From an optimization exercise on the open Yosys and OpenROAD flow, aimed at small area, a short achievable clock period and few clock cycles; shortcuts taken in it are not production practice.
Where RTL was checked, it was by simulation tests only, not by an equivalence proof against the original.
No activity file was given, so power comes from the tool's default toggle rates.

the reference run:
==> flow/design.v (excerpt) <==
module Div (
    input wire clk,
    input wire reset_total,
    input wire reset_local,
    input wire [31:0] dividend_in,
    input wire [31:0] divisor_in,
    output reg zero_division_flag,
    output wire [31:0] remainder_out,
    output wire [31:0] quotient_out,
    output wire done
);
    function [6:0] lzc32;
        input [31:0] x;
        reg [15:0] v1; reg [15:0] c1;
        reg [7:0]  v2; reg [15:0] c2;
        reg [3:0]  v3; reg [11:0] c3;
        reg [1:0]  v4; reg [7:0]  c4;
        reg        v5; reg [4:0]  c5;
        integer k;
        begin
            for (k = 0; k < 16; k = k + 1) begin
                v1[k] = x[31-2*k] | x[30-2*k];
                c1[k] = ~x[31-2*k];
            end
            for (k = 0; k < 8; k = k + 1) begin
                v2[k] = v1[2*k] | v1[2*k+1];
                c2[2*k+:2] = v1[2*k] ? {1'b0, c1[2*k]} : {1'b1, c1[2*k+1]};
            end
            for (k = 0; k < 4; k = k + 1) begin
                v3[k] = v2[2*k] | v2[2*k+1];
                c3[3*k+:3] = v2[2*k] ? {1'b0, c2[4*k+:2]} : {1'b1, c2[4*k+2+:2]};
            end
            for (k = 0; k < 2; k = k + 1) begin
                v4[k] = v3[2*k] | v3[2*k+1];
                c4[4*k+:4] = v3[2*k] ? {1'b0, c3[6*k+:3]} : {1'b1, c3[6*k+3+:3]};
            end
            v5 = v4[0] | v4[1];
            c5 = v4[0] ? {1'b0, c4[3:0]} : {1'b1, c4[7:4]};
            lzc32 = {v5, ~v5, c5 & {5{v5}}};    
        end
    endfunction
    wire        sa = dividend_in[31];
    wire        sb = divisor_in[31];
    wire [6:0]  la = lzc32(dividend_in ^ {32{sa}});
    wire [6:0]  lb = lzc32(divisor_in ^ {32{sb}});
    wire        bz = ~sb & ~lb[6];
    wire [6:0]  s  = {1'b0, lb[5:0]} - {1'b0, la[5:0]} + {6'b0, sa};
    wire        trivial = s[6];            
    wire [4:0]  s0 = s[5] ? 5'd31 : s[4:0];
    reg  [31:0] r;       
    reg  [31:0] q;       
    reg  [32:0] d;       
    reg  [4:0]  cnt;     
    reg         run;     
    reg         p2;      
    reg         sr;      
    reg         sq;      
    wire [32:0] t = {r[31], r} + d + {32'd0, ~sq};
    wire        ge = sr ? (t[32] | (t == 33'd0)) : ~t[32];
  ...
For scale: about 1,200 cells after synthesis, ~130 I/O pins, about 0.010 mm^2 of cells after synthesis.
==> flow/config.mk <==
export PLATFORM = sky130hd
export DESIGN_NAME = Div
export DESIGN_NICKNAME = Div
export VERILOG_FILES = /design/flow/design.v
export SDC_FILE = /design/flow/constraint.sdc
export NUM_CORES = 4
export LEC_CHECK = 0
export CAP_MARGIN = 20
export CORE_MARGIN = 2
export CORE_UTILIZATION = 40
export SETUP_SLACK_MARGIN = 3.5
export SLEW_MARGIN = 20
==> flow/constraint.sdc <==
create_clock -name core_clock -period 6.0 [get_ports {clk}]
set_input_delay 1.2000 -clock core_clock [delete_from_list [all_inputs] [get_ports {clk}]]
set_output_delay 1.2000 -clock core_clock [all_outputs]
set_load 0.01 [all_outputs]
run.sh (not shown) runs the stock make flow with config.mk's settings and CLKGATE_MAP_FILE= SYNTH_SCRIPT=/design/flow/synth_recipe.tcl, a recipe that flattens the netlist after the stock synthesis.
#### Input delta (the trial run over the reference run)
--- a/flow/config.mk
+++ b/flow/config.mk
@@ -10,3 +10,3 @@
 export CORE_UTILIZATION = 40
-export SETUP_SLACK_MARGIN = 3.5
+export SETUP_SLACK_MARGIN = 2.5
 export SLEW_MARGIN = 20
## What came out
- Worst setup slack (higher): the reference run
- Status: clock tree cell share of total cell area parity (the reference run, the trial run)
- Relative to the reference run, the final design area excluding fillers measured on the trial run has decreased by a few percent.
Function was not checked in any run of this note: the RTL went through the layout flow alone.

* * *

Div, a different RTL version from the one above (not shown whole).
For scale: ~1,700 cells after synthesis, ~110 flip-flops, roughly 130 I/O pins.
Design Div, start of the top module:
module Div (
    input wire clk,
    input wire reset_total,
    input wire reset_local,
    input wire [31:0] dividend_in,
    input wire [31:0] divisor_in,
    output reg zero_division_flag,
    output wire [31:0] remainder_out,
    output wire [31:0] quotient_out,
    output wire done
);
clock: 6.0 ns
lec_check: 0
abc_area: 1
cap_margin: 20
core_margin: 2
core_utilization: 75
cts_buf_list: sky130_fd_sc_hd__clkbuf_4 sky130_fd_sc_hd__clkbuf_8
cts_cluster_size: 12
setup_slack_margin: 3.2
slew_margin: 20
standard.sh (not shown) runs the stock make flow with config.mk's settings and CLKGATE_MAP_FILE= SYNTH_SCRIPT=/design/flow/synth_recipe.tcl, a recipe that flattens the netlist after the stock synthesis.
==> flow/flow/run.sh <==
#!/bin/bash
# Standard layout (the standard.sh) with these changes:
# - adders keep Yosys's default carry-lookahead mapping instead of the
#   Kogge-Stone extra map, and are not turned into half/full adder cells, so
#   ABC maps them;
# - the port buffers are the smallest buffer cell (repair_timing upsizes the
#   ones on critical paths).
set -euo pipefail
export ADDER_MAP_FILE=
export SYNTH_OPERATIONS_ARGS=-nordff
export BUFFER_PORTS_ARGS="-buffer_cell sky130_fd_sc_hd__buf_1"
bash standard.sh > flow_make.log 2>&1
The first run aborted during 5_1_grt with GRT-0232.
==> next run, changes <==
Settings changed: CORE_UTILIZATION 75 to 60, CTS_BUF_LIST sky130_fd_sc_hd__clkbuf_4 sky130_fd_sc_hd__clkbuf_8 to default, CTS_CLUSTER_SIZE 12 to default.
Outcome: The changed run finished with timing, DRC and antenna clean. Synthesized area does not change. Synthesized cell count stays the same.
Function was not checked in any run of this note: the RTL went through the layout flow alone.

* * *

Div, a different RTL version from the one above (not shown whole).
Size: roughly 130 I/O pins, about 10000 um^2 of cells after synthesis.
==> flow/config.mk <==
export PLATFORM = sky130hd
export DESIGN_NAME = Div
export DESIGN_NICKNAME = Div
export VERILOG_FILES = /design/flow/design.v
export SDC_FILE = /design/flow/constraint.sdc
export NUM_CORES = 4
export LEC_CHECK = 0
export ABC_AREA = 1
export CAP_MARGIN = 20
export CORE_MARGIN = 2
export CORE_UTILIZATION = 40
export CTS_BUF_LIST = sky130_fd_sc_hd__clkbuf_4 sky130_fd_sc_hd__clkbuf_8
export CTS_CLUSTER_SIZE = 20
export SETUP_SLACK_MARGIN = 3.2
export SLEW_MARGIN = 20
==> flow/constraint.sdc <==
create_clock -name core_clock -period 6.0 [get_ports {clk}]
set_input_delay 1.2000 -clock core_clock [delete_from_list [all_inputs] [get_ports {clk}]]
set_output_delay 1.2000 -clock core_clock [all_outputs]
set_load 0.01 [all_outputs]
==> flow/flow/run.sh <==
#!/bin/bash
# Standard layout (the standard.sh), with two synthesis choices changed:
# adders keep Yosys's default carry-lookahead mapping instead of the Kogge-Stone
# extra map, and are not turned into half/full adder cells, so ABC maps them.
set -euo pipefail
export ADDER_MAP_FILE=
export SYNTH_OPERATIONS_ARGS=-nordff
bash standard.sh > flow_make.log 2>&1
Testbench counts at the start, summed over its fixed seeds: cycles 22,792.
Edit:
==> flow/flow/run.sh (replaced) <==
#!/bin/bash
# Standard layout (the standard.sh) with these changes:
# - adders keep Yosys's default carry-lookahead mapping instead of the
#   Kogge-Stone extra map, and are not turned into half/full adder cells, so
#   ABC maps them;
# - the port buffers are the smallest buffer cell (repair_timing upsizes the
#   ones on critical paths).
set -euo pipefail
export ADDER_MAP_FILE=
export SYNTH_OPERATIONS_ARGS=-nordff
export BUFFER_PORTS_ARGS="-buffer_cell sky130_fd_sc_hd__buf_1"
bash standard.sh > flow_make.log 2>&1
Settings changed: CORE_UTILIZATION 40 to 65, SETUP_SLACK_MARGIN 3.2 to 3.6.
- Now the flow failed in global routing (5_1_grt), error DPL-0038
- synthesized cell count stays the same
- synthesized area is unchanged
Edit:
Settings changed: CORE_UTILIZATION 65 to 40, SETUP_SLACK_MARGIN 3.6 to 3.2.
Now the flow finished clean.
Area after synthesis stays the same.
Synthesized cell count stays the same.

* * *

== run A ==
Div, a different RTL version from the one above (not shown whole).
For scale: ~2,000 cells after synthesis, ~110 flip-flops, about 130 I/O pins, about 12,000 um^2 of cells after synthesis.
// Div
module Div (
    input wire clk,
    input wire reset_total,
    input wire reset_local,
    input wire [31:0] dividend_in,
    input wire [31:0] divisor_in,
    output reg zero_division_flag,
    output wire [31:0] remainder_out,
    output wire [31:0] quotient_out,
    output wire done
);
    function [6:0] lzc32;
        input [31:0] x;
        reg [15:0] v1; reg [15:0] c1;
        reg [7:0]  v2; reg [15:0] c2;
        reg [3:0]  v3; reg [11:0] c3;
        reg [1:0]  v4; reg [7:0]  c4;
        reg        v5; reg [4:0]  c5;
        integer k;
        begin
            for (k = 0; k < 16; k = k + 1) begin
                v1[k] = x[31-2*k] | x[30-2*k];
                c1[k] = ~x[31-2*k];
            end
            for (k = 0; k < 8; k = k + 1) begin
                v2[k] = v1[2*k] | v1[2*k+1];
                c2[2*k+:2] = v1[2*k] ? {1'b0, c1[2*k]} : {1'b1, c1[2*k+1]};
            end
  ...
clock: 6.0 ns
lec_check: 0
abc_area: 1
cap_margin: 20
core_margin: 2
core_utilization: 50
cts_buf_list: sky130_fd_sc_hd__clkbuf_4 sky130_fd_sc_hd__clkbuf_8
cts_cluster_size: 20
setup_slack_margin: 2.5
slew_margin: 20
==> flow/flow/run.sh <==
#!/bin/bash
# Standard layout (the standard.sh) with these changes:
# - adders keep Yosys's default carry-lookahead mapping instead of the
#   Kogge-Stone extra map, and are not turned into half/full adder cells, so
#   ABC maps them;
# - the port buffers are the smallest buffer cell (repair_timing upsizes the
#   ones on critical paths).
set -euo pipefail
export ADDER_MAP_FILE=
export SYNTH_OPERATIONS_ARGS=-nordff
export BUFFER_PORTS_ARGS="-buffer_cell sky130_fd_sc_hd__buf_1"
bash standard.sh > flow_make.log 2>&1
Setup changes, run A to run B
# run A
export LEC_CHECK = 0
export ABC_AREA = 1
export CAP_MARGIN = 20
export CORE_MARGIN = 2
export CORE_UTILIZATION = 50
export CTS_BUF_LIST = sky130_fd_sc_hd__clkbuf_4 sky130_fd_sc_hd__clkbuf_8
export CTS_CLUSTER_SIZE = 20
export SETUP_SLACK_MARGIN = 2.5
export SLEW_MARGIN = 20
create_clock -name core_clock -period 6.0 [get_ports {clk}]
# run B
export LEC_CHECK = 0
export ABC_AREA = 1
export CAP_MARGIN = 20
export CORE_MARGIN = 2
export CORE_UTILIZATION = 60
export CTS_BUF_LIST = sky130_fd_sc_hd__clkbuf_4 sky130_fd_sc_hd__clkbuf_8
export CTS_CLUSTER_SIZE = 20
export SETUP_SLACK_MARGIN = 3.0
export SLEW_MARGIN = 20
create_clock -name core_clock -period 6.0 [get_ports {clk}]
==> comparison <==
Max global-route wire length before repair across run A and run B: run B
Global routing usage on met3: run B higher than run A
Looking at cell with the biggest individual delay on the critical path, the sky130_fd_sc_hd__edfxtp_1 result is from run B; the sky130_fd_sc_hd__dfxtp_1 one comes from run A.
Run A vs run B, end point of the critical path: r[31] vs r[10]
The start point of the critical path comes out d[12] in one run and r[4] in the other, namely in run A and run B respectively.
Re number of instances in the synthesized netlist: no difference whatsoever between run A and run B.
## Diff of input files: run C against run B
# run B
export LEC_CHECK = 0
export ABC_AREA = 1
export CAP_MARGIN = 20
export CORE_MARGIN = 2
export CORE_UTILIZATION = 60
export CTS_BUF_LIST = sky130_fd_sc_hd__clkbuf_4 sky130_fd_sc_hd__clkbuf_8
export CTS_CLUSTER_SIZE = 20
export SETUP_SLACK_MARGIN = 3.0
export SLEW_MARGIN = 20
create_clock -name core_clock -period 6.0 [get_ports {clk}]
# run C
export LEC_CHECK = 0
export ABC_AREA = 1
export CAP_MARGIN = 20
export CORE_MARGIN = 2
export CORE_UTILIZATION = 60
export CTS_BUF_LIST = sky130_fd_sc_hd__clkbuf_4 sky130_fd_sc_hd__clkbuf_8
export CTS_CLUSTER_SIZE = 20
export SETUP_SLACK_MARGIN = 2.5
export SLEW_MARGIN = 20
create_clock -name core_clock -period 6.0 [get_ports {clk}]
==> comparison <==
The final layout from run C, which completed every stage, passed the timing, design-rule and antenna checks at the end of the flow.
Share of final layout cell area taken by non-clock buffers, run B and run C: higher on run B
Compared with run B, run C ends up with less cell area.
Between run B and run C, the flow reports routed wire length decreasing by a few percent.
Compared with run B, run C shows proportion of power drawn by combinational gates lower by 2.4 points.
Standby leakage power delta (run C − run B): favourable
Of run C and run B, it is run C that has the lower area growth from synthesis to layout.
What run C reported for worst-case vdd ir drop has to be multiplied by 1.3 to get the figure for run B.
Function was not checked in any run of this note: the RTL went through the layout flow alone.

* * *

The RTL this note starts from:
==> flow/design.v <==
module Div (
    input wire clk,
    input wire reset_total,
    input wire reset_local,
    input wire [31:0] dividend_in,
    input wire [31:0] divisor_in,
    output reg zero_division_flag,
    output wire [31:0] remainder_out,
    output wire [31:0] quotient_out,
    output wire done
);
    function [6:0] lzc32;
        input [31:0] x;
        reg [15:0] v1; reg [15:0] c1;
        reg [7:0]  v2; reg [15:0] c2;
        reg [3:0]  v3; reg [11:0] c3;
        reg [1:0]  v4; reg [7:0]  c4;
        reg        v5; reg [4:0]  c5;
        integer k;
        begin
            for (k = 0; k < 16; k = k + 1) begin
                v1[k] = x[31-2*k] | x[30-2*k];
                c1[k] = ~x[31-2*k];
            end
            for (k = 0; k < 8; k = k + 1) begin
                v2[k] = v1[2*k] | v1[2*k+1];
                c2[2*k+:2] = v1[2*k] ? {1'b0, c1[2*k]} : {1'b1, c1[2*k+1]};
            end
            for (k = 0; k < 4; k = k + 1) begin
                v3[k] = v2[2*k] | v2[2*k+1];
                c3[3*k+:3] = v2[2*k] ? {1'b0, c2[4*k+:2]} : {1'b1, c2[4*k+2+:2]};
            end
            for (k = 0; k < 2; k = k + 1) begin
                v4[k] = v3[2*k] | v3[2*k+1];
                c4[4*k+:4] = v3[2*k] ? {1'b0, c3[6*k+:3]} : {1'b1, c3[6*k+3+:3]};
            end
            v5 = v4[0] | v4[1];
            c5 = v4[0] ? {1'b0, c4[3:0]} : {1'b1, c4[7:4]};
            lzc32 = {v5, ~v5, c5 & {5{v5}}};    
        end
    endfunction
    wire        sa = dividend_in[31];
    wire        sb = divisor_in[31];
    wire        ca = sa & ~&(dividend_in[31:1] | ~dividend_in[30:0]);
    wire [6:0]  la = lzc32(sa ? {~dividend_in[30:0], 1'b1} : dividend_in);
    wire [6:0]  lb = lzc32(divisor_in ^ {32{sb}});
    wire [4:0]  lb5 = lb[4:0] | {5{lb[5]}};
    wire        bz = ~sb & ~lb[6];
    wire [6:0]  cmp = {1'b0, la[5:0]} + {2'b11, ~lb5} + {6'd0, ca};
    wire        trivial = ~cmp[6];
    reg  [31:0] r;       
    reg  [31:0] q;       
    reg  [32:0] d;       
    reg  [4:0]  za;      
    reg  [4:0]  zb;      
    reg         zc;      
    reg         run;     
    reg         p2;      
    reg         sr;      
    reg         sq;      
    wire [32:0] rx = {r[31], r};
    wire [32:0] t = rx + d + 33'd1;
    wire        tz = &(rx ^ d);
    wire        ge = sr ? (t[32] | tz) : ~t[32];
    wire [4:0]  s = zb + ~za + {4'd0, ~zc};
    reg  [32:0] d_sh;
    integer i;
    always @* begin
        d_sh = d;
        for (i = 0; i < 5; i = i + 1)
            if (s[i]) d_sh = (d_sh << (1 << i)) | ~({33{1'b1}} << (1 << i));
    end
    wire        start = reset_local & ~reset_total;
    wire        go = ~trivial & ~bz;
    wire        take = run & ge & (~p2 | sq);
    always @(posedge clk) begin
        if (reset_local)
            r <= dividend_in & {32{~bz}};
        else if (take)
            r <= t[31:0];
        if (reset_local)
            d <= (sa ^ sb) ? {sb, divisor_in} - 33'd1 : ~{sb, divisor_in};
        else if (p2)
            d <= d_sh;
        else
            d <= {d[32], d[32:1]};
        if (reset_total) begin
            run <= 1'b0;
            p2 <= 1'b0;
        end else if (reset_local) begin
            run <= go;
            p2 <= go;
            za <= la[4:0];
            zb <= lb5;
            zc <= ca;
            q <= 32'd0;
            sr <= sa;
            sq <= sa ^ sb;
            zero_division_flag <= bz;
        end else if (p2) begin
            p2 <= 1'b0;
            za <= s;
            if (!ge) run <= 1'b0;
            q <= {32{sq & ge}};
        end else if (run) begin
            q <= {q[30:0], ge ^ sq};
            za <= za - 5'd1;
            if (za == 5'd0) run <= 1'b0;
        end
    end
    assign done = ~run;
    assign quotient_out  = q;
    assign remainder_out = r;
endmodule
export LEC_CHECK = 0
export ABC_AREA = 1
export CAP_MARGIN = 20
export CORE_MARGIN = 2
export CORE_UTILIZATION = 55
export CTS_BUF_LIST = sky130_fd_sc_hd__clkbuf_4 sky130_fd_sc_hd__clkbuf_8
export CTS_CLUSTER_SIZE = 20
export SETUP_SLACK_MARGIN = 3.0
export SLEW_MARGIN = 20
create_clock -name core_clock -period 6.0 [get_ports {clk}]
Scripts as last shown in full above: flow/flow/run.sh
Testbench counts at the start, summed over its fixed seeds: cycles 22,792.
==> next run, changes <==
Settings changed: CORE_UTILIZATION 55 to 60, SETUP_SLACK_MARGIN 3.0 to 2.8.
The changed run finished clean.
Cell count drops slightly.
Register-to-register slack is worse by 120 ps.
Sequential share of layout area came out higher by 0.57 points.
Synthesized cell count stays the same.
Clock skew is about the same.
Hold slack stays flat.
==> next run, changes <==
Settings changed: SETUP_SLACK_MARGIN 2.8 to 3.0.
Outcome: Utilization goes up by 0.73 points. Die area is unchanged. Worst hold slack hardly moves. Routed wire length goes up by 0.65%. Clock-buffer cell count is unchanged. Design area goes up by 1.1%. Power goes up by 0.66%. Maximum frequency goes up by 4.8%.
==> next run, changes <==
Settings changed: CORE_UTILIZATION 60 to 65, SETUP_SLACK_MARGIN 3.0 to 3.2.
The changed run ran to the end with no violations.
Setup slack is worse by 18 ps.
Global-route usage goes up by 3.2 points.
Via count rises by a little under a tenth.
Non-clock buffer count rises by 33.
Cell count is higher slightly.
Die area is lower by a little under a tenth.
Synthesized cell count is unchanged.

[afterwards: timing with drivers on the ports]
In the flow no input, the clock included, has a driving cell. The finished layouts below were timed again as built, in two steps. Step 1: set_driving_cell puts a clkbuf_16 on clk and a buf_2 on each other input, an assumption about the parent block. Step 2 also shifts input and output timing later by t, the mid clock arrival at the registers, as if the neighbouring blocks saw the same clock. Three values: no drivers, after step 1, after step 2; two values: the first two.
run | t, ns | setup WS [ns] | clock arrival spread, ns
the reference run | 0.421 | 1.371 / 1.376 / 0.955 | 0.010 / 0.010
the trial run | 0.418 | 1.265 / 1.265 / 0.943 | 0.010 / 0.010
the second run of note 2 | 0.413 | 3.132 / 3.145 / 2.731 | 0.014 / 0.015
the first run of note 3 | 0.509 | 3.165 / 3.176 / 2.668 | 0.019 / 0.020
the third run of note 3 | 0.497 | 3.227 / 3.207 / 2.709 | 0.017 / 0.017
run A | 0.514 | 2.627 / 2.627 / 2.201 | 0.022 / 0.022
run B | 0.534 | 3.020 / 3.020 / 2.532 | 0.011 / 0.011
run C | 0.495 | 2.595 / 2.595 / 2.250 | 0.017 / 0.017
the first run of note 5 | 0.499 | 3.093 / 3.113 / 2.613 | 0.015 / 0.015
the second run of note 5 | 0.512 | 2.969 / 2.989 / 2.477 | 0.013 / 0.013
the third run of note 5 | 0.504 | 3.108 / 3.123 / 2.619 | 0.014 / 0.015
the fourth run of note 5 | 0.492 | 3.090 / 3.109 / 2.617 | 0.014 / 0.014
After both steps setup and hold are still met in every run listed. The setup slack of the third run of note 3, which loses most, moves by -0.020 ns with the drivers and by -0.518 ns with both steps.
